Source: an optimization exercise on an open RTL-to-GDS flow (aim: small area and a short achievable clock period). Production flows keep margins and buffers that such runs may drop. Where RTL was checked, it was by simulation tests only, not by an equivalence proof against the original. Function not checked in runs 1, 2 and 5: the RTL went through the layout flow alone.

$ cat flow/run.sh
#!/bin/bash
# synth_recipe.tcl (not shown) runs the flow's synth.tcl, then flattens the netlist and writes it again
# the make line also repeats each setting of config.mk as NAME=value (left out here)
make -C /OpenROAD-flow-scripts/flow DESIGN_CONFIG=/design/flow/config.mk WORK_HOME=/design/flow/orfs CLKGATE_MAP_FILE= SYNTH_SCRIPT=/design/flow/synth_recipe.tcl finish
$ cat flow/config.mk
export PLATFORM = sky130hd
export DESIGN_NAME = cordic_stage
export DESIGN_NICKNAME = cordic_stage
export VERILOG_FILES = /design/flow/design.v
export SDC_FILE = /design/flow/constraint.sdc
export NUM_CORES = 4
export LEC_CHECK = 0
export CAP_MARGIN = 20
export CORE_MARGIN = 2
export CORE_UTILIZATION = 40
export CTS_CLUSTER_DIAMETER = 100
export CTS_CLUSTER_SIZE = 22
export SETUP_SLACK_MARGIN = 1.2
export SLEW_MARGIN = 20
export SYNTH_HIERARCHICAL = 1
export SYNTH_MINIMUM_KEEP_SIZE = 0
$ cat flow/constraint.sdc
create_clock -name core_clock -period 3.65 [get_ports {clk}]
set_input_delay 0.7300 -clock core_clock [delete_from_list [all_inputs] [get_ports {clk}]]
set_output_delay 0.7300 -clock core_clock [all_outputs]
set_load 0.01 [all_outputs]
$ cat flow/design.v
`timescale 1ns / 1ps
module cordic_stage (clk, reset, X_i, Y_i, Z_i, X_O, Y_O, Z_O);
  input clk;
  input reset;
  input  signed [15:0] X_i;
  input  signed [15:0] Y_i;
  input  signed [15:0] Z_i;
  output signed [15:0] X_O;
  output signed [15:0] Y_O;
  output signed [15:0] Z_O;
  reg [16*15-1:0] ws;
  reg [16*15-1:0] vs;
  reg [14:0] q;
  reg [14:0] n;
  reg signed [13:0] z1;
  reg signed [13:0] z2;
  reg signed [12:0] z3;
  reg signed [11:0] z4;
  reg signed [10:0] z5;
  reg signed [9:0]  z6;
  reg signed [8:0]  z7;
  reg signed [7:0]  z8;
  reg signed [6:0]  z9;
  reg signed [5:0]  z10;
  reg signed [4:0]  z11;
  reg signed [3:0]  z12;
  reg signed [2:0]  z13;
  reg signed [1:0]  z14;
  reg               z15;
  reg               z15c, z15i;
  reg        [2:0]  zo;
  reg [15:0] xo, yo;
  reg [1:0]  wfl, vfl;
  reg [1:0]  k0x, k0y;
  reg        c1x;
  reg [1:0]  txr, tyr;
  wire qi = Z_i[15] ^ Z_i[14];
  always @(posedge clk) begin
    ws[15:0] <= X_i ^ {16{qi}};
    vs[15:0] <= Y_i ^ {16{Z_i[15]}};
    q[0]     <= qi;
    n[0]     <= Z_i[14];
    z1       <= {~Z_i[13], Z_i[12:0]};
  end
  wire [13:0] dnext = {z14[1], z13[2], z12[3], z11[4], z10[5], z9[6], z8[7],
                       z7[8], z6[9], z5[10], z4[11], z3[12], z2[13], z1[13]};
  wire signed [13:0] z2n;
  wire signed [12:0] z3n;
  wire signed [11:0] z4n;
  wire signed [10:0] z5n;
  wire signed [9:0] z6n;
  wire signed [8:0] z7n;
  wire signed [7:0] z8n;
  wire signed [6:0] z9n;
  wire signed [5:0] z10n;
  wire signed [4:0] z11n;
  wire signed [3:0] z12n;
  wire signed [2:0] z13n;
  wire signed [1:0] z14n;
  wire z15n;
  wire [1:0] w14f, v14f;
  wire [15:0] w1n, v1n;
  wire [15:0] w2n, v2n;
  wire [15:0] w3n, v3n;
  wire [15:0] w4n, v4n;
  wire [15:0] w5n, v5n;
  wire [15:0] w6n, v6n;
  wire [15:0] w7n, v7n;
  wire [15:0] w8n, v8n;
  wire [15:0] w9n, v9n;
  wire [15:0] w10n, v10n;
  wire [15:0] w11n, v11n;
  wire [15:0] w12n, v12n;
  wire [15:0] w13n, v13n;
  wire [15:0] w14n, v14n;
  wire [55:0] zo_g0;
  cordic_group #(.J0(0), .N(4)) g0 (.w(ws[63:0]), .v(vs[63:0]),
    .n(n[3:0]), .q(q[3:0]), .z({{2'd0, z4}, {1'd0, z3}, z2, z1}),
    .wo({w4n, w3n, w2n, w1n}), .vo({v4n, v3n, v2n, v1n}), .zo(zo_g0), .wf(), .vf());
  assign z2n = zo_g0[13:0];
  assign z3n = zo_g0[26:14];
  assign z4n = zo_g0[39:28];
  assign z5n = zo_g0[52:42];
  wire [55:0] zo_g1;
  cordic_group #(.J0(4), .N(4)) g1 (.w(ws[127:64]), .v(vs[127:64]),
    .n(n[7:4]), .q(q[7:4]), .z({{6'd0, z8}, {5'd0, z7}, {4'd0, z6}, {3'd0, z5}}),
    .wo({w8n, w7n, w6n, w5n}), .vo({v8n, v7n, v6n, v5n}), .zo(zo_g1), .wf(), .vf());
  assign z6n = zo_g1[9:0];
  assign z7n = zo_g1[22:14];
  assign z8n = zo_g1[35:28];
  assign z9n = zo_g1[48:42];
  wire [55:0] zo_g2;
  cordic_group #(.J0(8), .N(4)) g2 (.w(ws[191:128]), .v(vs[191:128]),
    .n(n[11:8]), .q(q[11:8]), .z({{10'd0, z12}, {9'd0, z11}, {8'd0, z10}, {7'd0, z9}}),
    .wo({w12n, w11n, w10n, w9n}), .vo({v12n, v11n, v10n, v9n}), .zo(zo_g2), .wf(), .vf());
  assign z10n = zo_g2[5:0];
  assign z11n = zo_g2[18:14];
  assign z12n = zo_g2[31:28];
  assign z13n = zo_g2[44:42];
  wire [27:0] zo_g3;
  cordic_group #(.J0(12), .N(2)) g3 (.w(ws[223:192]), .v(vs[223:192]),
    .n(n[13:12]), .q(q[13:12]), .z({{12'd0, z14}, {11'd0, z13}}),
    .wo({w14n, w13n}), .vo({v14n, v13n}), .zo(zo_g3), .wf(w14f), .vf(v14f));
  assign z14n = zo_g3[1:0];
  assign z15n = zo_g3[14:14];
  always @(posedge clk) begin
    ws[31:16] <= w1n;
    vs[31:16] <= v1n;
    ws[47:32] <= w2n;
    vs[47:32] <= v2n;
    ws[63:48] <= w3n;
    vs[63:48] <= v3n;
    ws[79:64] <= w4n;
    vs[79:64] <= v4n;
    ws[95:80] <= w5n;
    vs[95:80] <= v5n;
    ws[111:96] <= w6n;
    vs[111:96] <= v6n;
    ws[127:112] <= w7n;
    vs[127:112] <= v7n;
    ws[143:128] <= w8n;
    vs[143:128] <= v8n;
    ws[159:144] <= w9n;
    vs[159:144] <= v9n;
    ws[175:160] <= w10n;
    vs[175:160] <= v10n;
    ws[191:176] <= w11n;
    vs[191:176] <= v11n;
    ws[207:192] <= w12n;
    vs[207:192] <= v12n;
    ws[223:208] <= w13n;
    vs[223:208] <= v13n;
    ws[239:224] <= w14n;
    vs[239:224] <= v14n;
    n[14:1] <= dnext;
    q[14:1] <= q[13:0];
    z2  <= z2n;
    z3  <= z3n;
    z4  <= z4n;
    z5  <= z5n;
    z6  <= z6n;
    z7  <= z7n;
    z8  <= z8n;
    z9  <= z9n;
    z10 <= z10n;
    z11 <= z11n;
    z12 <= z12n;
    z13 <= z13n;
    z14 <= z14n;
    z15 <= z15n;
    z15c <= z14[0];
    wfl <= w14f;
    vfl <= v14f;
    k0x <= {1'b0, ~dnext[13] ^ q[13]} + {1'b0, z14[0] ^ q[13]} + {1'b0, q[13]};
    k0y <= {1'b0, dnext[13] ^ q[13]} + {1'b0, ~z14[0] ^ q[13]} + {1'b0, q[13]};
    c1x <= ~dnext[13] ^ q[13];
    txr <= v14n[15:14] ^ {2{~dnext[13]}};
    tyr <= w14n[15:14] ^ {2{dnext[13]}};
    z15i  <= ~z14[0];
    zo[0] <= z15;
    zo[1] <= ~z15c;
    zo[2] <= z15i;
  end
  wire [15:0] xo_n, yo_n;
  cordic_last last (.w(ws[16*14 +: 16]), .v(vs[16*14 +: 16]), .wf(wfl), .vf(vfl), .tx(txr),
                    .ty(tyr), .d15(z15), .k0x(k0x), .k0y(k0y), .c1x(c1x), .xo(xo_n), .yo(yo_n));
  always @(posedge clk) begin
    xo <= xo_n;
    yo <= yo_n;
  end
  assign X_O = xo;
  assign Y_O = yo;
  assign Z_O = {{5{zo[2]}}, {5{zo[1]}}, {6{zo[0]}}};
endmodule
module cordic_group (w, v, n, q, z, wo, vo, zo, wf, vf);
  parameter J0 = 0;
  parameter N = 2;
  input  [16*N-1:0] w;
  input  [16*N-1:0] v;
  input  [N-1:0]    n;
  input  [N-1:0]    q;
  input  [14*N-1:0] z;
  output [16*N-1:0] wo;
  output [16*N-1:0] vo;
  output [14*N-1:0] zo;
  output [1:0]      wf;
  output [1:0]      vf;
  function integer zwidth;
    input integer k;
    begin
      case (k)
        1: zwidth = 14;
        2: zwidth = 14;
        3: zwidth = 13;
        4: zwidth = 12;
        5: zwidth = 11;
        6: zwidth = 10;
        7: zwidth = 9;
        8: zwidth = 8;
        9: zwidth = 7;
        10: zwidth = 6;
        11: zwidth = 5;
        12: zwidth = 4;
        13: zwidth = 3;
        14: zwidth = 2;
        15: zwidth = 1;
        default: zwidth = 1;
      endcase
    end
  endfunction
  function integer angle;
    input integer j;
    begin
      case (j)
        0: angle = 8192;
        1: angle = 4836;
        2: angle = 2555;
        3: angle = 1297;
        4: angle = 651;
        5: angle = 326;
        6: angle = 163;
        7: angle = 81;
        8: angle = 41;
        9: angle = 20;
        10: angle = 10;
        11: angle = 5;
        12: angle = 3;
        13: angle = 1;
        14: angle = 1;
        15: angle = 0;
        default: angle = 0;
      endcase
    end
  endfunction
  genvar u;
  generate
    for (u = 0; u < N; u = u + 1) begin : it
      localparam J    = J0 + u;
      localparam WI   = zwidth(J + 1);
      localparam WO   = zwidth(J + 2);
      localparam A    = angle(J + 1);
      localparam LAST = J == 13;
      localparam L    = 16 - J;
    function [17:0] step;
      input [15:0] a;
      input [15:0] b;
      input        inv;
      input        cin;
      input        flip;
      reg   [L-1:0] bb, p, g, gg, pp, gn, pn;
      reg   [L:0]   c;
      reg           s, inc, dec, ones, zeros, o_hi, z_hi, o_up, z_up, ro, rz;
      integer i, d;
      begin
        bb = b[15:J] ^ {L{inv}};
        p  = a[L-1:0] ^ bb;
        g  = a[L-1:0] & bb;
        gg = g;
        pp = p;
        for (d = 1; d < L; d = d * 2) begin
          gn = gg; pn = pp;
          for (i = d; i < L; i = i + 1) begin
            gn[i] = gg[i] | (pp[i] & gg[i-d]);
            pn[i] = pp[i] & pp[i-d];
          end
          gg = gn; pp = pn;
        end
        c = {gg | (pp & {L{cin}}), cin};
        step[L-1:0] = p ^ c[L-1:0] ^ {L{flip}};
        s   = b[15] ^ inv;
        inc = c[L] & ~s;
        dec = ~c[L] & s;
        ones = 1'b1; zeros = 1'b1;
        for (i = L; i < 16; i = i + 1) begin
          step[i] = a[i] ^ flip ^ (c[L] ? ~s & ones : s & zeros);
          ones  = ones & a[i];
          zeros = zeros & ~a[i];
        end
        o_hi = 1'b1; z_hi = 1'b1;
        for (i = L + 1; i < 15; i = i + 1) begin
          o_hi = o_hi & a[i];
          z_hi = z_hi & ~a[i];
        end
        o_up = o_hi & a[L];
        z_up = z_hi & ~a[L];
        ro = (~inc & ~dec & o_up) | (inc & o_hi & ~a[L]) | (dec & z_up);
        rz = (~inc & ~dec & z_up) | (inc & o_up) | (dec & z_hi & a[L]);
        step[17] = flip ? rz : ro;
        step[16] = flip ? ro : rz;
      end
    endfunction
      wire [15:0]   wi = w[16*u +: 16];
      wire [15:0]   vi = v[16*u +: 16];
      wire [WI-1:0] zi = z[14*u +: WI];
      wire          nn = zi[WI-1];
      wire [17:0]   ws_, vs_;
      assign ws_ = step(wi, vi, 1'b1, ~n[u] ^ q[u], 1'b0);
      assign vs_ = step(vi, wi, 1'b0, q[u], LAST ? n[u] : n[u] ^ nn);
      assign wo[16*u +: 16] = ws_[15:0];
      assign vo[16*u +: 16] = vs_[15:0];
      wire [WI-1:0] k = A;
      wire [WI-1:0] s = zi + (nn ? k : -k);
      assign zo[14*u +: 14] = {{(14 - WO){1'b0}}, s[WO-1:0]};
      wire [1:0]    wfl = LAST ? ws_[17:16] : 2'b00;
      wire [1:0]    vfl = LAST ? vs_[17:16] : 2'b00;
    end
  endgenerate
  assign wf = it[N-1].wfl;
  assign vf = it[N-1].vfl;
endmodule
module cordic_step (a, b, cin, flip, o);
  parameter J = 0;
  parameter INV = 0;
  localparam L = 16 - J;
  input  [15:0] a;
  input  [15:0] b;
  input         cin;
  input         flip;
  output [15:0] o;
  wire [L-1:0] bb = b[15:J] ^ {L{INV[0]}};
  wire [L-1:0] p  = a[L-1:0] ^ bb;
  wire [L-1:0] g  = a[L-1:0] & bb;
  reg  [L:0]   c;
  reg  [L-1:0] gg, pp, gn, pn;
  integer i, d;
  always @(*) begin
    gg = {g[L-1:1], g[0] | (p[0] & cin)};
    pp = p;
    for (d = 1; d < L; d = d * 2) begin
      gn = gg; pn = pp;
      for (i = d; i < L; i = i + 1) begin
        gn[i] = gg[i] | (pp[i] & gg[i-d]);
        pn[i] = pp[i] & pp[i-d];
      end
      gg = gn; pp = pn;
    end
    c = {gg, cin};
  end
  assign o[L-1:0] = p ^ c[L-1:0] ^ {L{flip}};
  generate
    if (J > 0) begin : hi
      wire s   = b[15] ^ INV[0];
      wire inc = c[L] & ~s;
      wire dec = ~c[L] & s;
      reg  [15:L] oh;
      reg         ones, zeros;
      integer k;
      always @(*) begin
        ones = 1'b1; zeros = 1'b1;
        for (k = L; k < 16; k = k + 1) begin
          oh[k] = a[k] ^ flip ^ (inc & ones) ^ (dec & zeros);
          ones  = ones & a[k];
          zeros = zeros & ~a[k];
        end
      end
      assign o[15:L] = oh;
    end
  endgenerate
endmodule
module cordic_last (w, v, wf, vf, tx, ty, d15, k0x, k0y, c1x, xo, yo);
  input  [15:0] w;
  input  [15:0] v;
  input  [1:0]  wf;        
  input  [1:0]  vf;        
  input  [1:0]  tx;        
  input  [1:0]  ty;        
  input         d15;       
  input  [1:0]  k0x;       
  input  [1:0]  k0y;       
  input         c1x;       
  output [15:0] xo;
  output [15:0] yo;
  function [15:0] addlow;
    input [15:0] a;
    input [4:0]  lp;
    reg          ones, zeros;
    integer i;
    begin
      addlow[2:0] = lp[2:0];
      ones = 1'b1; zeros = 1'b1;
      for (i = 3; i < 16; i = i + 1) begin
        addlow[i] = a[i] ^ (lp[4] & ones) ^ (lp[3] & zeros);
        ones  = ones & a[i];
        zeros = zeros & ~a[i];
      end
    end
  endfunction
  function [1:0] sign14_tab;
    input [5:0] idx;
    reg [1:0] o;
    reg n00, n01, n02, n03, n04, n05, n06;
    begin
      n00 = ~((idx[0] | idx[3]) & idx[1]);
      n06 = ~(idx[0] & idx[3]);
      n01 = n06 & n00;
      n02 = idx[2] & ~(idx[5]);
      n03 = n02 & ~(idx[4]);
      n04 = idx[5] & ~(idx[2]);
      n05 = idx[4] & n04;
      o[0] = n01 & n03;
      o[1] = n05 & ~(n01);
      sign14_tab = o;
    end
  endfunction
  function [4:0] last_tab0;
    input [6:0] idx;
    reg [4:0] o;
    reg n00, n01, n02, n03, n04, n05, n06, n07, n08, n09, n10, n11, n12, n13, n14, n15, n16, n17, n18, n19, n20, n21, n22, n23;
    begin
      n00 = ~idx[4];
      n01 = idx[1] | ~(idx[3]);
      n02 = ~(idx[2] | idx[0]);
      n03 = idx[2] | idx[0];
      n04 = ~((n01 | n03) & idx[4]);
      n05 = idx[5] | ~(n04);
      n06 = idx[2] & idx[0];
      n07 = ~((n01 | n06) & n00);
      n08 = idx[6] | ~(n07);
      n09 = idx[1] & ~(idx[3]);
      n10 = ~((idx[2] & idx[0]) | idx[4]);
      n11 = n03 & ~(n10);
      n12 = idx[5] & n01;
      n13 = ~((n09 | n11) & n12);
      n14 = n06 & n09;
      n15 = ~(idx[5] | n02);
      n16 = ~(n09 & n15);
      n17 = n03 & n09;
      n18 = ~((n07 | n14) & (n17 | n04));
      n19 = ~((idx[5] | n18) & n13);
      n20 = idx[1] ^ idx[3];
      n21 = ~(idx[5] ^ n20);
      n22 = ~(idx[4] & n06);
      n23 = ~((n10 | n16) & n13);
      o[0] = ~((n00 & n02) | (n11 & n22));
      o[1] = ~(n11 ^ n21);
      o[2] = idx[6] ^ n19;
      o[3] = ~(n05 | n08);
      o[4] = idx[6] & n23;
      last_tab0 = o;
    end
  endfunction
  function [4:0] last_tab1;
    input [6:0] idx;
    reg [4:0] o;
    reg n00, n01, n02, n03, n04, n05, n06, n07, n08, n09, n10, n11, n12, n13, n14, n15, n16, n17, n18, n19, n20, n21, n22, n23, n24, n25, n26, n27;
    begin
      n00 = ~idx[1];
      n01 = ~idx[3];
      n02 = ~idx[5];
      n03 = idx[2] & idx[0];
      n04 = ~(idx[4] & n03);
      n05 = ~(idx[2] | idx[0]);
      n06 = ~((idx[2] | idx[0]) & idx[1]);
      n07 = ~((idx[2] & idx[0]) | idx[1]);
      n08 = idx[4] ? n07 : n06;
      n09 = idx[3] & ~(idx[4]);
      n10 = idx[3] & idx[4];
      n11 = ~((n06 & n09) | (n10 & n07));
      n12 = ~(idx[1] | idx[4]);
      n13 = ~(n05 & n12);
      n14 = ~((n05 & n12) | idx[5]);
      n15 = ~(n11 & n14);
      n16 = ~((n01 | n13) & idx[5]);
      n17 = idx[6] | ~(n16);
      n18 = idx[1] & n03;
      n19 = idx[4] & ~(idx[3]);
      n20 = n18 & n19;
      n21 = ~((n00 | n04) & (n08 | idx[3]));
      n22 = ~((n15 | n20) & (n21 | n16));
      n23 = ~((n08 & n13) | (n18 & idx[4]));
      n24 = ~(idx[3] ^ idx[5]);
      n25 = ~(n03 | n05);
      n26 = n02 & ~(n20);
      n27 = ~((n02 | n21) & idx[6]);
      o[0] = ~(idx[4] ^ n25);
      o[1] = ~(n23 ^ n24);
      o[2] = ~(idx[6] ^ n22);
      o[3] = n15 & ~(n17);
      o[4] = ~(n26 | n27);
      last_tab1 = o;
    end
  endfunction
  function signbit;
    input       a15;
    input [1:0] f;
    input [1:0] id;
    begin
      signbit = a15 ^ (id[1] & f[1]) ^ (id[0] & f[0]);
    end
  endfunction
  wire       w15s = signbit(w[15], wf, sign14_tab({w[2:0], tx, c1x}));
  wire       v15s = signbit(v[15], vf, sign14_tab({v[2:0], ty, ~c1x}));
  wire [6:0] ix   = {w[2:0], tx, k0x};
  wire [6:0] iy   = {v[2:0], ty, k0y};
  wire [15:0] x0 = addlow(w, last_tab0(ix));
  wire [15:0] x1 = addlow(w, last_tab1(ix));
  wire [15:0] y0 = addlow(v, last_tab0(iy));
  wire [15:0] y1 = addlow(v, last_tab1(iy));
  assign xo = (v15s ^ ~d15) ? x1 : x0;
  assign yo = (w15s ^ d15) ? y1 : y0;
endmodule
==> results of run 1 <==
## routing by layer
layer	track usage, %	vias up
li1	-	13500
met1	18.1	11700
met2	26.3	277
met3	1.64	83
met4	3.83	0
met5	0	-
## worst reg2reg max path, delay by kind of cell, from the launching register on
kind | cells | cell delay [ns]
adder cells (fa/ha/maj) | 1 | 0.21
AO/OA/AOI/OAI | 5 | 1.44
buffers and inverters | 1 | 0.04
XOR/XNOR | 1 | 0.15
flip-flops | 1 | 0.34
AND/OR/NAND/NOR | 2 | 0.29
## metrics by stage
stage,hold WS (ns),std cells
final,0.330,5280
after global routing,0.336,5280
after CTS,0.330,5244
after detailed placement,0.312,5157
after global placement,0.311,5156
after floorplan,0.310,3887
## timing repair
action / 4_1_cts / 5_1_grt
setup buffers: 41 / 36
gates resized for setup: 111 / 136
pin swaps: 33 / 61
hold buffers: 0 / 0
endpoints found under the setup margin: 107 / 141
## worst paths after layout
check | slack (ns) | startpoint | to
min | 0.33 | z5[0]$_DFF_P_ | z6[0]$_DFF_P_
max reg2reg | 1.12 | vs[69]$_DFF_P_ | ws[95]$_DFF_P_
max | 1.12 | vs[69]$_DFF_P_ | ws[95]$_DFF_P_
min reg2reg | 0.33 | z5[0]$_DFF_P_ | z6[0]$_DFF_P_
## final cells by class
type / count / area (sq um)
Fill cell: 8933 / 49600
Multi-Input combinational cell: 2813 / 23200
Sequential cell: 677 / 13700
Timing Repair Buffer: 194 / 1720
Tap cell: 1243 / 1560
Inverter: 307 / 1160
Clock buffer: 41 / 1000
Clock inverter: 5 / 62.6
## registers in the layout (all words and copies together) (netlist names), 4 cells and up
register,count
z11,5
z6,10
z1,14
ws,240
xo,16
q,14
z10,6
z5,11
z4,12
vs,240
yo,16
z2,14
z12,4
z7,9
z3,13
z8,8
z9,7
n,14
==> out/metrics.yaml, run 1 <==
outcome: "timing/DRC/antenna clean"
nNetsFinal: 4475
grt_max_degree: 34
slew_viol_final: 0
dr_wl_met2_mm: 34.5
avgSynthCellArea_sq_um: 9.57
cts_tree: "built"
fin_worst_skew_ns: 0.0216
drt_pass1_iterations: 5
fmax_ghz: 0.395
ios: 98
dpl_cell_area_sq_mm: 0.0396
wl_per_cell_um: 13.2
hold_class: "reg2reg"
tns_ns: 0
crit_slowest_cell: "o41a_1"
routed-wl-met3_mm: 1.82
relSlewSlack_pct: 28.3
setup_ws_ns: 1.12
num_vias: 25600
syn2layout_area_growth_pct: 13.8
root_buffer: "clkbuf_16"
grt_overflow: 0
die_w_um: 309
numCtsBuffers: 38
crit_top_cell: "o41a_1"
synth_nets: 4331
gp_congestion: 0.839
viasPerCell: 4.84
layout_common_cells: "dfxtp_1, xnor2_1, ha_1, inv_1, nor2_1"
cts_num_sinks: 677
layout-drive-gt1-share_pct: 10.8
rsz0062_at_grt: "yes"
rows: 111
portBuffers: 96
min_period_over_period_pct: 69.4
clock_latency_ns: 0.58
maxCapViolations: 0
drc_errors: 0
path_buf_inv: 1
finalWirelength_mm: 69.8
clk_pin_slew_ns: 0.08
grt_first_pass_wirelength_mm: 117
path_cells: "inv_2 > ha_4 > and3_4 > a221o_1 > o41a_1 > o41a_1 > a31oi_4 > nand3b_2 > o22ai_2 > xor2_1"
utilization_pct: 46.0
yosys_warnings: 20
clockBufferDepth: 3
cpPeakStageDelay_ns: 0.39
worstPathMaxFanout: 4
htreeDepth: 2
hold_violations: 0
finalSetupViolCount: 0
die_h_um: 309
holdPathStages: 0
required_ns: 4.16
start_util_pct: 40.5
cp_top_family: "compound AO/OA/AOI/OAI gates"
drt_iter0_markers: 915
core_area_sq_mm: 0.0919
diodes: 0
syn_inst: 3887
r2r.worst_path.cells: 10
fin_crit_ns: 2.53
grt_use_total_pct: 14.5
start_kind: "flop"
cp.depth: 10
worstPathArrival_ns: 3.05
critical_path_class: "reg2reg"
pre_cts_ws_ns: 0.742
worst_pin_slew_ns: 1.07
grt_pass1_vias: 24600
wl_met1_mm: 32.0
endpoint_kind: "flop"
hpwlAfterDp_mm: 54.2
mostFrequentLayoutCell: "dfxtp_1"
top_layer: "met4"
synthesis.area_sq_mm: 0.0372
dieArea_sq_mm: 0.0955
final_cell_area_sq_mm: 0.0423
antenna_found_initial: 0
antenna_left: 0
==> run 2, diff against run 1 <==
--- a/flow/design.v
+++ b/flow/design.v
@@ -74,34 +74,38 @@
   wire [15:0] w13n, v13n;
   wire [15:0] w14n, v14n;
-  wire [55:0] zo_g0;
-  cordic_group #(.J0(0), .N(4)) g0 (.w(ws[63:0]), .v(vs[63:0]),
-    .n(n[3:0]), .q(q[3:0]), .z({{2'd0, z4}, {1'd0, z3}, z2, z1}),
-    .wo({w4n, w3n, w2n, w1n}), .vo({v4n, v3n, v2n, v1n}), .zo(zo_g0), .wf(), .vf());
+  wire [41:0] zo_g0;
+  cordic_group #(.J0(0), .N(3)) g0 (.w(ws[47:0]), .v(vs[47:0]),
+    .n(n[2:0]), .q(q[2:0]), .z({{1'd0, z3}, z2, z1}),
+    .wo({w3n, w2n, w1n}), .vo({v3n, v2n, v1n}), .zo(zo_g0), .wf(), .vf());
   assign z2n = zo_g0[13:0];
   assign z3n = zo_g0[26:14];
   assign z4n = zo_g0[39:28];
-  assign z5n = zo_g0[52:42];
-  wire [55:0] zo_g1;
-  cordic_group #(.J0(4), .N(4)) g1 (.w(ws[127:64]), .v(vs[127:64]),
-    .n(n[7:4]), .q(q[7:4]), .z({{6'd0, z8}, {5'd0, z7}, {4'd0, z6}, {3'd0, z5}}),
-    .wo({w8n, w7n, w6n, w5n}), .vo({v8n, v7n, v6n, v5n}), .zo(zo_g1), .wf(), .vf());
-  assign z6n = zo_g1[9:0];
-  assign z7n = zo_g1[22:14];
-  assign z8n = zo_g1[35:28];
-  assign z9n = zo_g1[48:42];
-  wire [55:0] zo_g2;
-  cordic_group #(.J0(8), .N(4)) g2 (.w(ws[191:128]), .v(vs[191:128]),
-    .n(n[11:8]), .q(q[11:8]), .z({{10'd0, z12}, {9'd0, z11}, {8'd0, z10}, {7'd0, z9}}),
-    .wo({w12n, w11n, w10n, w9n}), .vo({v12n, v11n, v10n, v9n}), .zo(zo_g2), .wf(), .vf());
-  assign z10n = zo_g2[5:0];
-  assign z11n = zo_g2[18:14];
-  assign z12n = zo_g2[31:28];
-  assign z13n = zo_g2[44:42];
-  wire [27:0] zo_g3;
-  cordic_group #(.J0(12), .N(2)) g3 (.w(ws[223:192]), .v(vs[223:192]),
+  wire [41:0] zo_g1;
+  cordic_group #(.J0(3), .N(3)) g1 (.w(ws[95:48]), .v(vs[95:48]),
+    .n(n[5:3]), .q(q[5:3]), .z({{4'd0, z6}, {3'd0, z5}, {2'd0, z4}}),
+    .wo({w6n, w5n, w4n}), .vo({v6n, v5n, v4n}), .zo(zo_g1), .wf(), .vf());
+  assign z5n = zo_g1[10:0];
+  assign z6n = zo_g1[23:14];
+  assign z7n = zo_g1[36:28];
+  wire [41:0] zo_g2;
+  cordic_group #(.J0(6), .N(3)) g2 (.w(ws[143:96]), .v(vs[143:96]),
+    .n(n[8:6]), .q(q[8:6]), .z({{7'd0, z9}, {6'd0, z8}, {5'd0, z7}}),
+    .wo({w9n, w8n, w7n}), .vo({v9n, v8n, v7n}), .zo(zo_g2), .wf(), .vf());
+  assign z8n = zo_g2[7:0];
+  assign z9n = zo_g2[20:14];
+  assign z10n = zo_g2[33:28];
+  wire [41:0] zo_g3;
+  cordic_group #(.J0(9), .N(3)) g3 (.w(ws[191:144]), .v(vs[191:144]),
+    .n(n[11:9]), .q(q[11:9]), .z({{10'd0, z12}, {9'd0, z11}, {8'd0, z10}}),
+    .wo({w12n, w11n, w10n}), .vo({v12n, v11n, v10n}), .zo(zo_g3), .wf(), .vf());
+  assign z11n = zo_g3[4:0];
+  assign z12n = zo_g3[17:14];
+  assign z13n = zo_g3[30:28];
+  wire [27:0] zo_g4;
+  cordic_group #(.J0(12), .N(2)) g4 (.w(ws[223:192]), .v(vs[223:192]),
     .n(n[13:12]), .q(q[13:12]), .z({{12'd0, z14}, {11'd0, z13}}),
-    .wo({w14n, w13n}), .vo({v14n, v13n}), .zo(zo_g3), .wf(w14f), .vf(v14f));
-  assign z14n = zo_g3[1:0];
-  assign z15n = zo_g3[14:14];
+    .wo({w14n, w13n}), .vo({v14n, v13n}), .zo(zo_g4), .wf(w14f), .vf(v14f));
+  assign z14n = zo_g4[1:0];
+  assign z15n = zo_g4[14:14];
   always @(posedge clk) begin
     ws[31:16] <= w1n;
--- a/flow/config.mk
+++ b/flow/config.mk
@@ -11,5 +11,5 @@
 export CTS_CLUSTER_DIAMETER = 100
 export CTS_CLUSTER_SIZE = 22
-export SETUP_SLACK_MARGIN = 1.2
+export SETUP_SLACK_MARGIN = 1.3
 export SLEW_MARGIN = 20
 export SYNTH_HIERARCHICAL = 1
==> out/metrics.yaml, run 2 <==
required_ns: 4.16  # about the same
clk_pin_slew_ns: 0.09  # about the same
cp-startpoint: "vs[70]$_DFF_P_"
mostFrequentLayoutCell: "dfxtp_1"
ios: 98  # unchanged
cts_tree: "built"
layout_common_cells: "dfxtp_1, xnor2_1, ha_1, inv_1, nor2_1"
worstPathArrival_ns: 3.01  # -0.04 ns
placed_cells: 5176  # +0.37%
wl_met1_mm: 32.1  # +0.30%
critical_path_class: "reg2reg"
nNetsFinal: 4515  # +0.89%
crit_slowest_cell: "o41a_4"
drc_errors: 0  # unchanged
worst_pin_slew_ns: 1.07  # -0.00641 ns
die_w_um: 310  # +0.35%
rsz0062_at_grt: "yes"
fin_cells: 5331  # +0.97%
wl_per_cell_um: 13.5  # +1.8%
gp_congestion: 0.837  # -0.24%
avgSynthCellArea_sq_um: 9.60  # +0.33%
outcome: "timing/DRC/antenna clean"
start_util_pct: 40.3  # -0.20 points
finalWirelength_mm: 71.8  # +2.8%
antenna_left: 0  # unchanged
cpPeakStageDelay_ns: 0.40  # about the same
htreeDepth: 2  # unchanged
root_buffer: "clkbuf_16"
rr_startpoint: "vs[70]$_DFF_P_"
drt_pass1_iterations: 5  # unchanged
fin_crit_ns: 2.50  # -0.0312 ns
routed-wl-met3_mm: 1.79  # -2.1%
r2r.worst_path.cells: 10  # unchanged
fin_worst_skew_ns: 0.0306  # +0.00903 ns
top_layer: "met4"
grt_max_degree: 37  # +8.8%
grt_overflow: 0  # unchanged
drt_iter0_markers: 1084  # +18%
synthesis.area_sq_mm: 0.0375  # +0.71%
viasPerCell: 4.88  # +0.78%
holdPathStages: 0  # unchanged
top_regs: "vs: 240 flops, ws: 240 flops"
cts_hold_buf: 0  # unchanged
relSlewSlack_pct: 28.7  # +0.43 points
utilization_pct: 46.7  # +0.64 points
clockBufferDepth: 3  # unchanged
num_vias: 26000  # +1.8%
hold_violations: 0  # unchanged
syn_inst: 3902  # +0.39%
path_cells: "inv_2 > ha_4 > and3_4 > a221o_1 > a41o_1 > a21oi_2 > o21ai_2 > o41a_4 > mux2i_2 > xor2_1"
dieArea_sq_mm: 0.0961  # +0.70%
hold_class: "reg2reg"
numCtsBuffers: 37  # -2.6%
grt_first_pass_wirelength_mm: 116  # about the same
maxCapViolations: 0  # unchanged
grt_pass1_vias: 24800  # +0.89%
worstHoldStart: "z5[0]$_DFF_P_"
syn2layout_area_growth_pct: 16.0
antenna_found_initial: 2  # +2
die_h_um: 310  # +0.35%
min_period_over_period_pct: 68.5  # -0.85 points
fmax_ghz: 0.400  # +1.2%
grt_use_total_pct: 14.5  # +0.030 points
endpoint_kind: "flop"
layout-drive-gt1-share_pct: 14.5  # +3.7 points
slew_viol_final: 0  # unchanged
yosys_warnings: 21  # +5.0%
diodes: 0  # unchanged
synth_nets: 4346  # +0.35%
rows: 112  # +0.90%
start_kind: "flop"
nFillCells: 8769  # -1.8%
finalSetupViolCount: 0  # unchanged
worstPathMaxFanout: 4  # unchanged
portBuffers: 96  # unchanged
core_area_sq_mm: 0.0930  # +1.2%
regToRegSetupSlack_ns: 1.15  # +0.03 ns
cts_num_sinks: 677  # unchanged
dr_wl_met2_mm: 36.1  # +4.7%
tns_ns: 0  # unchanged
hpwlAfterDp_mm: 55.0  # +1.5%
clock_latency_ns: 0.58  # about the same
-- run 2: per-layer routing --
metal / vias up / global-route usage [%]
met1: 12000 / 17.8
met4: 0 / 4.56
li1: 13700 / -
met2: 261 / 26.4
met5: - / 0
met3: 97 / 1.73
-- run 2: repair_timing --
action / CTS / global route
pin swaps: 65 / 95
endpoints found under the hold margin: 0 / 0
setup endpoints to repair: 147 / 175
buffers inserted: 65 / 45
gates resized for setup: 169 / 207
-- run 2: worst max-delay path, delay by kind of cell, from the launching register on --
family	cells	cell delay (ns)
compound gates	5	1.25
flops	1	0.36
mux	1	0.21
fa+ha+maj	1	0.22
simple gates	1	0.16
xor+xnor	1	0.17
buf+inv	1	0.05
-- run 2: cell type report --
class / instances / area, sq um / share of cell area (%)
repair buffers: 226 / 1980 / 4.56
well taps: 1254 / 1570 / 3.61
multi-input cells: 2827 / 24000 / 55.2
flip-flops and latches: 677 / 13700 / 31.5
clock buffers: 42 / 1010 / 2.32
clock inverters: 3 / 62.6 / 0.144
inverters: 302 / 1140 / 2.62
-- run 2: metrics by stage --
step,hold WS [ns],instance area [sq um],setup WS [ns]
finish,0.325,43400,1.15
global route,0.329,43400,1.03
CTS,0.324,42200,1.06
detailed placement,0.312,39900,0.865
global placement,0.313,39900,0.862
floorplan,0.310,37700,1.23
-- run 2: path summary, 6_finish.rpt --
kind	endpoint
setup / recovery	ws[95]$_DFF_P_
hold reg to reg	z6[0]$_DFF_P_
setup reg to reg	ws[95]$_DFF_P_
hold / removal	z6[0]$_DFF_P_
==> run 3, diff against run 2 <==
--- a/flow/design.v
+++ b/flow/design.v
@@ -74,38 +74,53 @@
   wire [15:0] w13n, v13n;
   wire [15:0] w14n, v14n;
-  wire [41:0] zo_g0;
-  cordic_group #(.J0(0), .N(3)) g0 (.w(ws[47:0]), .v(vs[47:0]),
-    .n(n[2:0]), .q(q[2:0]), .z({{1'd0, z3}, z2, z1}),
-    .wo({w3n, w2n, w1n}), .vo({v3n, v2n, v1n}), .zo(zo_g0), .wf(), .vf());
-  assign z2n = zo_g0[13:0];
-  assign z3n = zo_g0[26:14];
-  assign z4n = zo_g0[39:28];
-  wire [41:0] zo_g1;
-  cordic_group #(.J0(3), .N(3)) g1 (.w(ws[95:48]), .v(vs[95:48]),
-    .n(n[5:3]), .q(q[5:3]), .z({{4'd0, z6}, {3'd0, z5}, {2'd0, z4}}),
-    .wo({w6n, w5n, w4n}), .vo({v6n, v5n, v4n}), .zo(zo_g1), .wf(), .vf());
-  assign z5n = zo_g1[10:0];
-  assign z6n = zo_g1[23:14];
-  assign z7n = zo_g1[36:28];
-  wire [41:0] zo_g2;
-  cordic_group #(.J0(6), .N(3)) g2 (.w(ws[143:96]), .v(vs[143:96]),
-    .n(n[8:6]), .q(q[8:6]), .z({{7'd0, z9}, {6'd0, z8}, {5'd0, z7}}),
-    .wo({w9n, w8n, w7n}), .vo({v9n, v8n, v7n}), .zo(zo_g2), .wf(), .vf());
-  assign z8n = zo_g2[7:0];
-  assign z9n = zo_g2[20:14];
-  assign z10n = zo_g2[33:28];
-  wire [41:0] zo_g3;
-  cordic_group #(.J0(9), .N(3)) g3 (.w(ws[191:144]), .v(vs[191:144]),
-    .n(n[11:9]), .q(q[11:9]), .z({{10'd0, z12}, {9'd0, z11}, {8'd0, z10}}),
-    .wo({w12n, w11n, w10n}), .vo({v12n, v11n, v10n}), .zo(zo_g3), .wf(), .vf());
-  assign z11n = zo_g3[4:0];
-  assign z12n = zo_g3[17:14];
-  assign z13n = zo_g3[30:28];
-  wire [27:0] zo_g4;
-  cordic_group #(.J0(12), .N(2)) g4 (.w(ws[223:192]), .v(vs[223:192]),
-    .n(n[13:12]), .q(q[13:12]), .z({{12'd0, z14}, {11'd0, z13}}),
-    .wo({w14n, w13n}), .vo({v14n, v13n}), .zo(zo_g4), .wf(w14f), .vf(v14f));
-  assign z14n = zo_g4[1:0];
-  assign z15n = zo_g4[14:14];
+  wire [27:0] zo_p0;
+  cordic_pair #(.J0(0), .WI0(14), .WO0(14), .A0(4836), .WI1(14), .WO1(13), .A1(2555), .LAST1(0)) p0 (
+    .w(ws[31:0]), .v(vs[31:0]), .n(n[1:0]), .q(q[1:0]),
+    .z({z2, z1}), .wo({w2n, w1n}), .vo({v2n, v1n}), .zo(zo_p0),
+    .wf(), .vf());
+  assign z2n = zo_p0[13:0];
+  assign z3n = zo_p0[26:14];
+  wire [27:0] zo_p1;
+  cordic_pair #(.J0(2), .WI0(13), .WO0(12), .A0(1297), .WI1(12), .WO1(11), .A1(651), .LAST1(0)) p1 (
+    .w(ws[63:32]), .v(vs[63:32]), .n(n[3:2]), .q(q[3:2]),
+    .z({{2'd0, z4}, {1'd0, z3}}), .wo({w4n, w3n}), .vo({v4n, v3n}), .zo(zo_p1),
+    .wf(), .vf());
+  assign z4n = zo_p1[11:0];
+  assign z5n = zo_p1[24:14];
+  wire [27:0] zo_p2;
+  cordic_pair #(.J0(4), .WI0(11), .WO0(10), .A0(326), .WI1(10), .WO1(9), .A1(163), .LAST1(0)) p2 (
+    .w(ws[95:64]), .v(vs[95:64]), .n(n[5:4]), .q(q[5:4]),
+    .z({{4'd0, z6}, {3'd0, z5}}), .wo({w6n, w5n}), .vo({v6n, v5n}), .zo(zo_p2),
+    .wf(), .vf());
+  assign z6n = zo_p2[9:0];
+  assign z7n = zo_p2[22:14];
+  wire [27:0] zo_p3;
+  cordic_pair #(.J0(6), .WI0(9), .WO0(8), .A0(81), .WI1(8), .WO1(7), .A1(41), .LAST1(0)) p3 (
+    .w(ws[127:96]), .v(vs[127:96]), .n(n[7:6]), .q(q[7:6]),
+    .z({{6'd0, z8}, {5'd0, z7}}), .wo({w8n, w7n}), .vo({v8n, v7n}), .zo(zo_p3),
+    .wf(), .vf());
+  assign z8n = zo_p3[7:0];
+  assign z9n = zo_p3[20:14];
+  wire [27:0] zo_p4;
+  cordic_pair #(.J0(8), .WI0(7), .WO0(6), .A0(20), .WI1(6), .WO1(5), .A1(10), .LAST1(0)) p4 (
+    .w(ws[159:128]), .v(vs[159:128]), .n(n[9:8]), .q(q[9:8]),
+    .z({{8'd0, z10}, {7'd0, z9}}), .wo({w10n, w9n}), .vo({v10n, v9n}), .zo(zo_p4),
+    .wf(), .vf());
+  assign z10n = zo_p4[5:0];
+  assign z11n = zo_p4[18:14];
+  wire [27:0] zo_p5;
+  cordic_pair #(.J0(10), .WI0(5), .WO0(4), .A0(5), .WI1(4), .WO1(3), .A1(3), .LAST1(0)) p5 (
+    .w(ws[191:160]), .v(vs[191:160]), .n(n[11:10]), .q(q[11:10]),
+    .z({{10'd0, z12}, {9'd0, z11}}), .wo({w12n, w11n}), .vo({v12n, v11n}), .zo(zo_p5),
+    .wf(), .vf());
+  assign z12n = zo_p5[3:0];
+  assign z13n = zo_p5[16:14];
+  wire [27:0] zo_p6;
+  cordic_pair #(.J0(12), .WI0(3), .WO0(2), .A0(1), .WI1(2), .WO1(1), .A1(1), .LAST1(1)) p6 (
+    .w(ws[223:192]), .v(vs[223:192]), .n(n[13:12]), .q(q[13:12]),
+    .z({{12'd0, z14}, {11'd0, z13}}), .wo({w14n, w13n}), .vo({v14n, v13n}), .zo(zo_p6),
+    .wf(w14f), .vf(v14f));
+  assign z14n = zo_p6[1:0];
+  assign z15n = zo_p6[14:14];
   always @(posedge clk) begin
     ws[31:16] <= w1n;
@@ -177,72 +192,31 @@
   assign Z_O = {{5{zo[2]}}, {5{zo[1]}}, {6{zo[0]}}};
 endmodule
-module cordic_group (w, v, n, q, z, wo, vo, zo, wf, vf);
+module cordic_pair (w, v, n, q, z, wo, vo, zo, wf, vf);
   parameter J0 = 0;
-  parameter N = 2;
-  input  [16*N-1:0] w;
-  input  [16*N-1:0] v;
-  input  [N-1:0]    n;
-  input  [N-1:0]    q;
-  input  [14*N-1:0] z;
-  output [16*N-1:0] wo;
-  output [16*N-1:0] vo;
-  output [14*N-1:0] zo;
-  output [1:0]      wf;
-  output [1:0]      vf;
-  function integer zwidth;
-    input integer k;
-    begin
-      case (k)
-        1: zwidth = 14;
-        2: zwidth = 14;
-        3: zwidth = 13;
-        4: zwidth = 12;
-        5: zwidth = 11;
-        6: zwidth = 10;
-        7: zwidth = 9;
-        8: zwidth = 8;
-        9: zwidth = 7;
-        10: zwidth = 6;
-        11: zwidth = 5;
-        12: zwidth = 4;
-        13: zwidth = 3;
-        14: zwidth = 2;
-        15: zwidth = 1;
-        default: zwidth = 1;
-      endcase
-    end
-  endfunction
-  function integer angle;
-    input integer j;
-    begin
-      case (j)
-        0: angle = 8192;
-        1: angle = 4836;
-        2: angle = 2555;
-        3: angle = 1297;
-        4: angle = 651;
-        5: angle = 326;
-        6: angle = 163;
-        7: angle = 81;
-        8: angle = 41;
-        9: angle = 20;
-        10: angle = 10;
-        11: angle = 5;
-        12: angle = 3;
-        13: angle = 1;
-        14: angle = 1;
-        15: angle = 0;
-        default: angle = 0;
-      endcase
-    end
-  endfunction
+  parameter WI0 = 14;
+  parameter WO0 = 14;
+  parameter A0 = 0;
+  parameter WI1 = 14;
+  parameter WO1 = 14;
+  parameter A1 = 0;
+  parameter LAST1 = 0;
+  input  [31:0] w;
+  input  [31:0] v;
+  input  [1:0]  n;
+  input  [1:0]  q;
+  input  [27:0] z;
+  output [31:0] wo;
+  output [31:0] vo;
+  output [27:0] zo;
+  output [1:0]  wf;        
+  output [1:0]  vf;        
   genvar u;
   generate
-    for (u = 0; u < N; u = u + 1) begin : it
+    for (u = 0; u < 2; u = u + 1) begin : it
       localparam J    = J0 + u;
-      localparam WI   = zwidth(J + 1);
-      localparam WO   = zwidth(J + 2);
-      localparam A    = angle(J + 1);
-      localparam LAST = J == 13;
+      localparam WI   = u ? WI1 : WI0;
+      localparam WO   = u ? WO1 : WO0;
+      localparam A    = u ? A1 : A0;
+      localparam LAST = u ? LAST1 : 0;
       localparam L    = 16 - J;
     function [17:0] step;
@@ -310,6 +284,6 @@
     end
   endgenerate
-  assign wf = it[N-1].wfl;
-  assign vf = it[N-1].vfl;
+  assign wf = it[1].wfl;
+  assign vf = it[1].vfl;
 endmodule
 module cordic_step (a, b, cin, flip, o);
==> out/metrics.yaml, run 3 <==
outcome: "timing/DRC/antenna clean"
path_buf_inv: 0  # -1
required_ns: 4.12  # -0.04 ns
numCtsBuffers: 36  # -2.7%
grt_use_total_pct: 14.9  # +0.37 points
crit_slowest_cell: "or3_4"
nNetsFinal: 4486  # -0.64%
htreeDepth: 2  # unchanged
fin_crit_ns: 2.35  # -0.151 ns
portBuffers: 96  # unchanged
avgSynthCellArea_sq_um: 9.66  # +0.59%
finalSetupViolCount: 0  # unchanged
viasPerCell: 4.92  # +0.89%
grt_max_degree: 37  # unchanged
dieArea_sq_mm: 0.0970  # +0.94%
syn_inst: 3916  # +0.36%
worst_pin_slew_ns: 0.889  # -0.180 ns
slew_viol_final: 0  # unchanged
clockBufferDepth: 3  # unchanged
gp_congestion: 0.832  # -0.56%
cts_tree: "built"
layout_common_cells: "dfxtp_1, xnor2_1, ha_1, inv_1, xor2_1"
top_regs: "vs: 240 flops, ws: 240 flops"
worstPathMaxFanout: 10  # +6
rows: 112  # unchanged
cts_num_sinks: 677  # unchanged
rsz0062_at_grt: "yes"
regToRegSetupSlack_ns: 1.30  # +0.15 ns
yosys_warnings: 23  # +9.5%
drt_pass1_iterations: 5  # unchanged
core_area_sq_mm: 0.0935  # +0.45%
start_util_pct: 40.5  # +0.20 points
clk_pin_slew_ns: 0.09  # about the same
cp_top_family: "simple AND/OR/NAND/NOR gates"
num_vias: 26100  # +0.30%
ios: 98  # unchanged
grt_pass1_vias: 25400  # +2.5%
fin_worst_skew_ns: 0.0205  # -0.0101 ns
worstHoldStart: "z15i$_DFF_P_"
nFillCells: 8928  # +1.8%
root_buffer: "clkbuf_16"
critical_path_class: "reg2reg"
grt_overflow: 0  # unchanged
cpPeakStageDelay_ns: 0.47  # +0.07 ns
cp-startpoint: "ws[221]$_DFF_P_"
mostFrequentLayoutCell: "dfxtp_1"
worstPathArrival_ns: 2.82  # -0.19 ns
hold_end: "zo[2]$_DFF_P_"
diodes: 0  # unchanged
die_h_um: 312  # +0.47%
die_w_um: 312  # +0.47%
synth_nets: 4360  # +0.32%
endpoint_kind: "flop"
clock_latency_ns: 0.59  # about the same
synthesis.area_sq_mm: 0.0378  # +0.96%
hold_class: "reg2reg"
hold_violations: 0  # unchanged
syn2layout_area_growth_pct: 13.0
fin_hold_ws_ns: 0.330  # +0.00539 ns
relSlewSlack_pct: 40.7  # +12 points
finalWirelength_mm: 73.5  # +2.4%
antenna_found_initial: 0  # -2
min_period_over_period_pct: 64.4  # -4.1 points
layout-drive-gt1-share_pct: 11.4  # -3.2 points
r2r.worst_path.cells: 8  # -2
rr_startpoint: "ws[221]$_DFF_P_"
wl_per_cell_um: 13.9  # +3.0%
start_kind: "flop"
reg2reg_to: "txr[1]$_DFF_P_"
maxCapViolations: 0  # unchanged
fmax_ghz: 0.426  # +6.4%
cts_hold_buf: 0  # unchanged
drt_iter0_markers: 1242  # +15%
antenna_left: 0  # unchanged
drc_errors: 0  # unchanged
tns_ns: 0  # unchanged
hpwlAfterDp_mm: 57.6  # +4.6%
path_cells: "ha_1 > a21oi_4 > o21ai_4 > or3_4 > o32ai_4 > nand2_1 > xnor2_2 > xnor2_1"
holdPathStages: 0  # unchanged
grt_first_pass_wirelength_mm: 123  # +5.2%
run 3: stage by stage:
step / worst slack [ns] / util [%] / cells / cell area (sq um)
global route: 1.17 / 45.7 / 5300 / 42800
detailed placement: 0.854 / 42.9 / 5190 / 40100
finish: 1.30 / 45.7 / 5300 / 42800
floorplan: 1.29 / - / 3916 / 37800
CTS: 1.23 / 44.6 / 5261 / 41700
global placement: 0.925 / 42.9 / 5190 / 40100
run 3: area by class of cell:
type	instances	area, sq um	area share, %
repair buffers	188	1680	3.94
clock inverters	2	17.5	0.0410
inverters	289	1090	2.56
well taps	1254	1570	3.67
multi-input cells	2850	23800	55.6
clock buffers	40	957	2.24
flip-flops and latches	677	13700	32.0
run 3: per-layer routing:
layer  vias to the layer above  global-route usage (%)  wire length (um)
met2                       299                    27.6             37000
met5                         -                       0                 0
met3                        90                    1.47              1760
li1                      13700                       -                 -
met1                     12000                    18.2             33100
met4                         0                    4.10              1670
run 3: worst reg2reg max path: cells and delay by family (launching register included):
kind / cells / cell delay (ns)
adders and majority gates: 1 / 0.34
DFF: 1 / 0.38
xor gates and xnor gates: 2 / 0.30
and+or+nand+nor: 2 / 0.63
AOI/OAI and AO/OA: 3 / 0.58
run 3: worst max path at each step:
stage | end | slack (ns) | cells past startpoint
2_1_floorplan | ws[157]$_DFF_P_ | 1.29 | 9
3_3_place_gp | txr[1]$_DFF_P_ | 0.92 | 8
4_1_cts | txr[1]$_DFF_P_ | 1.23 | 8
6_report | txr[1]$_DFF_P_ | 1.30 | 8
3_5_place_dp | xo[5]$_DFF_P_ | 0.85 | 7
5_1_grt | txr[1]$_DFF_P_ | 1.17 | 8
run 3: repair_timing:
action                     CTS  global route
buffers inserted            29            39
setup endpoints to repair  119           158
gates cloned                 0             0
resized for setup          103           186
pin swaps                   34            55
==> run 4, diff against run 3 <==
--- a/flow/config.mk
+++ b/flow/config.mk
@@ -11,5 +11,5 @@
 export CTS_CLUSTER_DIAMETER = 100
 export CTS_CLUSTER_SIZE = 22
-export SETUP_SLACK_MARGIN = 1.3
+export SETUP_SLACK_MARGIN = 1.2
 export SLEW_MARGIN = 20
 export SYNTH_HIERARCHICAL = 1
==> out/metrics.yaml, run 4 <==
cp_top_family: "compound AO/OA/AOI/OAI gates"
r2r.worst_path.cells: 7  # -1
fin_hold_ws_ns: 0.323  # -0.00696 ns
grt_first_pass_wirelength_mm: 121  # -1.6%
core_area_sq_mm: 0.0935  # unchanged
wl_per_cell_um: 13.9  # about the same
path_cells: "ha_1 > nor2b_2 > o311ai_4 > a211oi_2 > a211oi_2 > o31a_1 > a211o_1"
pre_cts_ws_ns: 0.916  # +0.0614 ns
cts_tree: "built"
setup_ws_ns: 1.29  # -0.0125 ns
numCtsBuffers: 37  # +2.8%
drt_iter0_markers: 1106  # -11%
root_buffer: "clkbuf_16"
worst_pin_slew_ns: 1.11  # +0.222 ns
worstPathMaxFanout: 5  # -5
avgSynthCellArea_sq_um: 9.66  # unchanged
syn_inst: 3916  # unchanged
start_kind: "flop"
grt_pass1_vias: 25200  # -0.92%
utilization_pct: 45.2  # -0.59 points
critical_path_class: "reg2reg"
rows: 112  # unchanged
clk_pin_slew_ns: 0.09  # about the same
antenna_left: 0  # unchanged
ios: 98  # unchanged
start_util_pct: 40.5  # unchanged
cts_num_sinks: 677  # unchanged
yosys_warnings: 23  # unchanged
die_w_um: 312  # unchanged
tns_ns: 0  # unchanged
crit_top_cell: "a211oi_2"
clock_latency_ns: 0.58  # about the same
diodes: 0  # unchanged
maxCapViolations: 0  # unchanged
gp_congestion: 0.866  # +4.1%
finalSetupViolCount: 0  # unchanged
layout-drive-gt1-share_pct: 8.87  # -2.5 points
holdPathStages: 0  # unchanged
relSlewSlack_pct: 25.9  # -15 points
syn2layout_area_growth_pct: 11.6
crit_slowest_cell: "dfxtp_1"
htreeDepth: 2  # unchanged
drc_errors: 0  # unchanged
finalWirelength_mm: 73.2  # -0.33%
fin_crit_ns: 2.36  # +0.0125 ns
grt_overflow: 0  # unchanged
synthesis.area_sq_mm: 0.0378  # unchanged
path_buf_inv: 0  # unchanged
dieArea_sq_mm: 0.0970  # unchanged
die_h_um: 312  # unchanged
drt_pass1_iterations: 5  # unchanged
viasPerCell: 4.94  # +0.35%
hpwlAfterDp_mm: 57.8  # +0.46%
worstPathArrival_ns: 2.82  # about the same
num_vias: 26100  # -0.027%
required_ns: 4.11  # about the same
layout_common_cells: "dfxtp_1, xnor2_1, ha_1, inv_1, xor2_1"
nNetsFinal: 4462  # -0.53%
outcome: "timing/DRC/antenna clean"
fmax_ghz: 0.423  # -0.53%
endpoint_kind: "flop"
antenna_found_initial: 0  # unchanged
rr_startpoint: "ws[0]$_DFF_P_"
worstHoldStart: "z1[0]$_DFF_P_"
fin_worst_skew_ns: 0.0227  # +0.00217 ns
slew_viol_final: 0  # unchanged
top_regs: "vs: 240 flops, ws: 240 flops"
cp.depth: 7  # -1
synth_nets: 4360  # unchanged
min_period_over_period_pct: 64.7  # +0.34 points
cts_hold_buf: 0  # unchanged
clockBufferDepth: 3  # unchanged
portBuffers: 96  # unchanged
hold_class: "reg2reg"
hold_violations: 0  # unchanged
cp-startpoint: "ws[0]$_DFF_P_"
rsz0062_at_grt: "yes"
grt_max_degree: 37  # unchanged
grt_use_total_pct: 14.7  # -0.19 points
mostFrequentLayoutCell: "dfxtp_1"
cpPeakStageDelay_ns: 0.45  # -0.02 ns
## run 4: cell count changes in the layout (fill, tap and decap cells not counted), moves of 10 or more
cell	change
buf_4	-23
dfxtp_1	+22
dfxtp_2	-18
a21oi_1	+16
ha_1	+16
a21oi_2	-14
ha_4	-11
o21ai_0	+10
## run 4: metal layers
layer	wire, um	global-route usage (%)
met2	37100	27.5
met1	32700	17.7
met3	1760	1.62
met5	0	0
met4	1760	3.94
## run 4: worst register-to-register path, cell delays in order, from the launching register on
cell	delay, ns
dfxtp_1	0.45
ha_1	0.31
nor2b_2	0.24
o311ai_4	0.14
a211oi_2	0.35
a211oi_2	0.15
o31a_1	0.35
a211o_1	0.27
## run 4: repair_timing
item	CTS	global route
gates resized for setup	53	126
endpoints found under the setup margin	73	127
pin swaps	16	42
setup buffers	15	29
## run 4: area by class of cell
| cell class | count | area, sq um |
|---|---|---|
| Multi-Input combinational cell | 2850 | 23400 |
| Fill cell | 8988 | 51300 |
| Tap cell | 1254 | 1570 |
| Timing Repair Buffer | 163 | 1480 |
| Clock inverter | 5 | 38.8 |
| Clock buffer | 42 | 1010 |
| Sequential cell | 677 | 13600 |
| Inverter | 289 | 1090 |
## run 4: worst paths after layout
| check | endpoint | slack (ns) |
|---|---|---|
| hold / removal | z2[0]$_DFF_P_ | 0.32 |
| hold reg to reg | z2[0]$_DFF_P_ | 0.32 |
| setup / recovery | vs[30]$_DFF_P_ | 1.29 |
| setup reg to reg | vs[30]$_DFF_P_ | 1.29 |
## run 4: metrics by stage
step,instance area [sq um],cells
floorplan,37800,3916
global route,42200,5280
CTS,41400,5251
detailed placement,40000,5189
global placement,40000,5189
finish,42200,5280
==> run 5, diff against run 4 <==
--- a/flow/design.v
+++ b/flow/design.v
@@ -59,5 +59,5 @@
   wire signed [1:0] z14n;
   wire z15n;
-  wire [1:0] w14f, v14f;
+  wire [1:0] w14f, v14f, w14t, v14t;
   wire [15:0] w1n, v1n;
   wire [15:0] w2n, v2n;
@@ -120,5 +120,5 @@
     .w(ws[223:192]), .v(vs[223:192]), .n(n[13:12]), .q(q[13:12]),
     .z({{12'd0, z14}, {11'd0, z13}}), .wo({w14n, w13n}), .vo({v14n, v13n}), .zo(zo_p6),
-    .wf(w14f), .vf(v14f));
+    .wf(w14f), .vf(v14f), .tx(v14t), .ty(w14t));
   assign z14n = zo_p6[1:0];
   assign z15n = zo_p6[14:14];
@@ -174,6 +174,6 @@
     k0y <= {1'b0, dnext[13] ^ q[13]} + {1'b0, ~z14[0] ^ q[13]} + {1'b0, q[13]};
     c1x <= ~dnext[13] ^ q[13];
-    txr <= v14n[15:14] ^ {2{~dnext[13]}};
-    tyr <= w14n[15:14] ^ {2{dnext[13]}};
+    txr <= v14t;       
+    tyr <= w14t;       
     z15i  <= ~z14[0];
     zo[0] <= z15;
@@ -192,5 +192,5 @@
   assign Z_O = {{5{zo[2]}}, {5{zo[1]}}, {6{zo[0]}}};
 endmodule
-module cordic_pair (w, v, n, q, z, wo, vo, zo, wf, vf);
+module cordic_pair (w, v, n, q, z, wo, vo, zo, wf, vf, tx, ty);
   parameter J0 = 0;
   parameter WI0 = 14;
@@ -211,4 +211,6 @@
   output [1:0]  wf;        
   output [1:0]  vf;        
+  output [1:0]  tx;        
+  output [1:0]  ty;        
   genvar u;
   generate
@@ -282,8 +284,14 @@
       wire [1:0]    wfl = LAST ? ws_[17:16] : 2'b00;
       wire [1:0]    vfl = LAST ? vs_[17:16] : 2'b00;
+      wire [17:0]   wt_ = step(wi, vi, 1'b1, ~n[u] ^ q[u], nn);
+      wire [17:0]   vt_ = step(vi, wi, 1'b0, q[u], n[u] ^ ~nn);
+      wire [1:0]    txl = LAST ? vt_[15:14] : 2'b00;
+      wire [1:0]    tyl = LAST ? wt_[15:14] : 2'b00;
     end
   endgenerate
   assign wf = it[1].wfl;
   assign vf = it[1].vfl;
+  assign tx = it[1].txl;
+  assign ty = it[1].tyl;
 endmodule
 module cordic_step (a, b, cin, flip, o);
--- a/flow/config.mk
+++ b/flow/config.mk
@@ -11,5 +11,5 @@
 export CTS_CLUSTER_DIAMETER = 100
 export CTS_CLUSTER_SIZE = 22
-export SETUP_SLACK_MARGIN = 1.2
+export SETUP_SLACK_MARGIN = 1.3
 export SLEW_MARGIN = 20
 export SYNTH_HIERARCHICAL = 1
==> out/metrics.yaml, run 5 <==
mostFrequentLayoutCell: "xnor2_1"
fin_worst_skew_ns: 0.0323  # +0.00962 ns
grt_pass1_vias: 25400  # +0.81%
synth_nets: 4423  # +1.4%
core_area_sq_mm: 0.0947  # +1.3%
grt_max_degree: 26  # -30%
numCtsBuffers: 38  # +2.7%
relSlewSlack_pct: 27.3  # +1.5 points
avgSynthCellArea_sq_um: 9.58  # -0.82%
wl_per_cell_um: 14.0  # +1.1%
layout-drive-gt1-share_pct: 12.7  # +3.8 points
hold_violations: 0  # unchanged
antenna_left: 0  # unchanged
maxCapViolations: 0  # unchanged
syn_inst: 3979  # +1.6%
tns_ns: 0  # unchanged
ios: 98  # unchanged
regArea_sq_mm: 0.0137  # +0.66%
endpoint_kind: "flop"
finalSetupViolCount: 0  # unchanged
reg2reg_to: "vs[123]$_DFF_P_"
worst_pin_slew_ns: 1.09  # -0.0219 ns
portBuffers: 96  # unchanged
syn2layout_area_growth_pct: 14.7
top_regs: "vs: 240 flops, ws: 240 flops"
path_buf_inv: 0  # unchanged
die_h_um: 313  # +0.38%
root_buffer: "clkbuf_16"
min_period_over_period_pct: 65.5  # +0.75 points
yosys_warnings: 31  # +35%
cts_hold_buf: 0  # unchanged
hold_end: "z6[0]$_DFF_P_"
holdPathStages: 0  # unchanged
cp_top_family: "simple AND/OR/NAND/NOR gates"
diodes: 0  # unchanged
drt_iter0_markers: 1129  # +2.1%
required_ns: 4.15  # +0.04 ns
dieArea_sq_mm: 0.0978  # +0.77%
num_vias: 26700  # +2.4%
worstPathMaxFanout: 5  # unchanged
crit_slowest_cell: "or4b_4"
viasPerCell: 4.96  # +0.37%
outcome: "timing/DRC/antenna clean"
start_kind: "flop"
cts_tree: "built"
rr_startpoint: "ws[102]$_DFF_P_"
clockBufferDepth: 3  # unchanged
cpPeakStageDelay_ns: 0.55  # +0.10 ns
r2r.worst_path.cells: 8  # +1
critical_path_class: "reg2reg"
clock_latency_ns: 0.59  # about the same
regToRegSetupSlack_ns: 1.26  # -0.03 ns
hpwlAfterDp_mm: 57.7  # -0.22%
multi_input_area_sq_mm: 0.0245  # +4.6%
grt_use_total_pct: 14.9  # +0.19 points
path_cells: "ha_4 > a211oi_4 > or4b_4 > and3_4 > o41a_1 > and3_1 > nor2_2 > xor2_1"
cts_num_sinks: 677  # unchanged
rsz0062_at_grt: "yes"
fmax_ghz: 0.418  # -1.1%
hold_class: "reg2reg"
die_w_um: 313  # +0.38%
fin_crit_ns: 2.39  # +0.0274 ns
htreeDepth: 2  # unchanged
layout_common_cells: "xnor2_1, dfxtp_1, ha_1, inv_1, a21oi_1"
grt_overflow: 0  # unchanged
synthesis.area_sq_mm: 0.0381  # +0.77%
grt_first_pass_wirelength_mm: 123  # +2.1%
finalWirelength_mm: 75.5  # +3.1%
start_util_pct: 40.2  # -0.23 points
worstHoldStart: "z5[0]$_DFF_P_"
gp_congestion: 0.867  # about the same
drc_errors: 0  # unchanged
nNetsFinal: 4558  # +2.2%
slew_viol_final: 0  # unchanged
antenna_found_initial: 0  # unchanged
clk_pin_slew_ns: 0.09  # about the same
nFillCells: 9001  # +0.14%
worstPathArrival_ns: 2.88  # +0.06 ns
rows: 113  # +0.89%
drt_pass1_iterations: 5  # unchanged
run 5: cell type report:
class	instances	share of cell area [%]
timing repair buffer	196	4.00
sequential	677	31.4
inverter	296	2.57
tap	1265	3.62
multi-input combinational	2905	56.0
clock inverter	8	0.255
clock buffer	40	2.22
run 5: repair_timing:
item / CTS / global route
endpoints found under the setup margin: 143 / 162
buffers inserted: 42 / 36
gates cloned: 1 / 0
gates resized for setup: 143 / 222
pin swaps: 45 / 64
run 5: routing by layer:
| metal | share of wire [%] | vias to the layer above | GRT usage [%] | routed length (um) |
|---|---|---|---|---|
| met3 | 2.7 | 86 | 1.55 | 2040 |
| met2 | 49 | 315 | 26.7 | 36900 |
| met4 | 1.9 | 0 | 3.52 | 1470 |
| li1 | - | 14000 | - | - |
| met1 | 46 | 12400 | 19.1 | 35100 |
| met5 | 0 | - | 0 | 0 |
run 5: worst max-delay path by stage:
stage                     from              end  slack [ns]  depth (start not counted)
6_report       ws[102]$_DFF_P_  vs[123]$_DFF_P_        1.26                          8
5_1_grt        ws[106]$_DFF_P_  vs[123]$_DFF_P_        1.16                          8
4_1_cts        ws[106]$_DFF_P_  vs[123]$_DFF_P_        1.17                          8
3_5_place_dp   vs[206]$_DFF_P_  ws[223]$_DFF_P_        0.86                          8
3_3_place_gp   vs[121]$_DFF_P_  ws[143]$_DFF_P_        0.91                          9
2_1_floorplan  vs[206]$_DFF_P_  ws[223]$_DFF_P_        1.25                          8
run 5: worst register-to-register path, cell delays in order, from the launching register on:
cell and delay, ns:
dfxtp_4 0.36, ha_4 0.28, a211oi_4 0.06, or4b_4 0.55, and3_4 0.17, o41a_1 0.38
and3_1 0.22, nor2_2 0.09, xor2_1 0.19
run 5: through the flow:
stage	std cells	util (%)	hold slack (ns)	area, sq um	setup WS (ns)
finish	5387	46.1	0.317	43700	1.26
global route	5387	46.1	0.336	43700	1.16
CTS	5351	44.8	0.324	42400	1.17
detailed placement	5260	42.6	0.312	40400	0.864
global placement	5260	42.6	0.310	40400	0.915
floorplan	3979	-	0.310	38100	1.25

-- separate check: timing with driven ports --
How much do the figures lean on ideal ports? The routed layouts below were timed once more, with nothing changed but the port constraints. Step 1, drivers: a clkbuf_16 drives clk and a buf_2 each remaining input, both assumed. Step 2 times the ports against the registers' clock, not the clock port: input delays grow and output delays shrink by t, the midpoint of the rising clock arrivals with the driver on. Three values: ideal ports, drivers, drivers and shift; two values: the first two.
run	shift t [ns]	slack for setup (ns)	hold slack, ns	worst setup path at the end	slew at the worst register clock pin (ns)
run 1	0.635	1.119 / 1.119 / 1.119	0.330 / 0.330 / 0.330	register to register	0.09 / 0.09
run 2	0.639	1.150 / 1.150 / 1.150	0.325 / 0.325 / 0.325	register to register	0.09 / 0.09
run 3	0.645	1.300 / 1.300 / 1.299	0.330 / 0.330 / 0.330	input to register	0.09 / 0.09
run 4	0.641	1.288 / 1.288 / 1.288	0.323 / 0.323 / 0.323	register to register	0.09 / 0.09
run 5	0.651	1.260 / 1.260 / 1.260	0.317 / 0.317 / 0.317	register to register	0.09 / 0.09
After both steps every run listed still meets setup and hold. For run 3, which loses most, drivers alone change the setup slack by 0.000 ns; drivers and shift together by -0.001 ns.
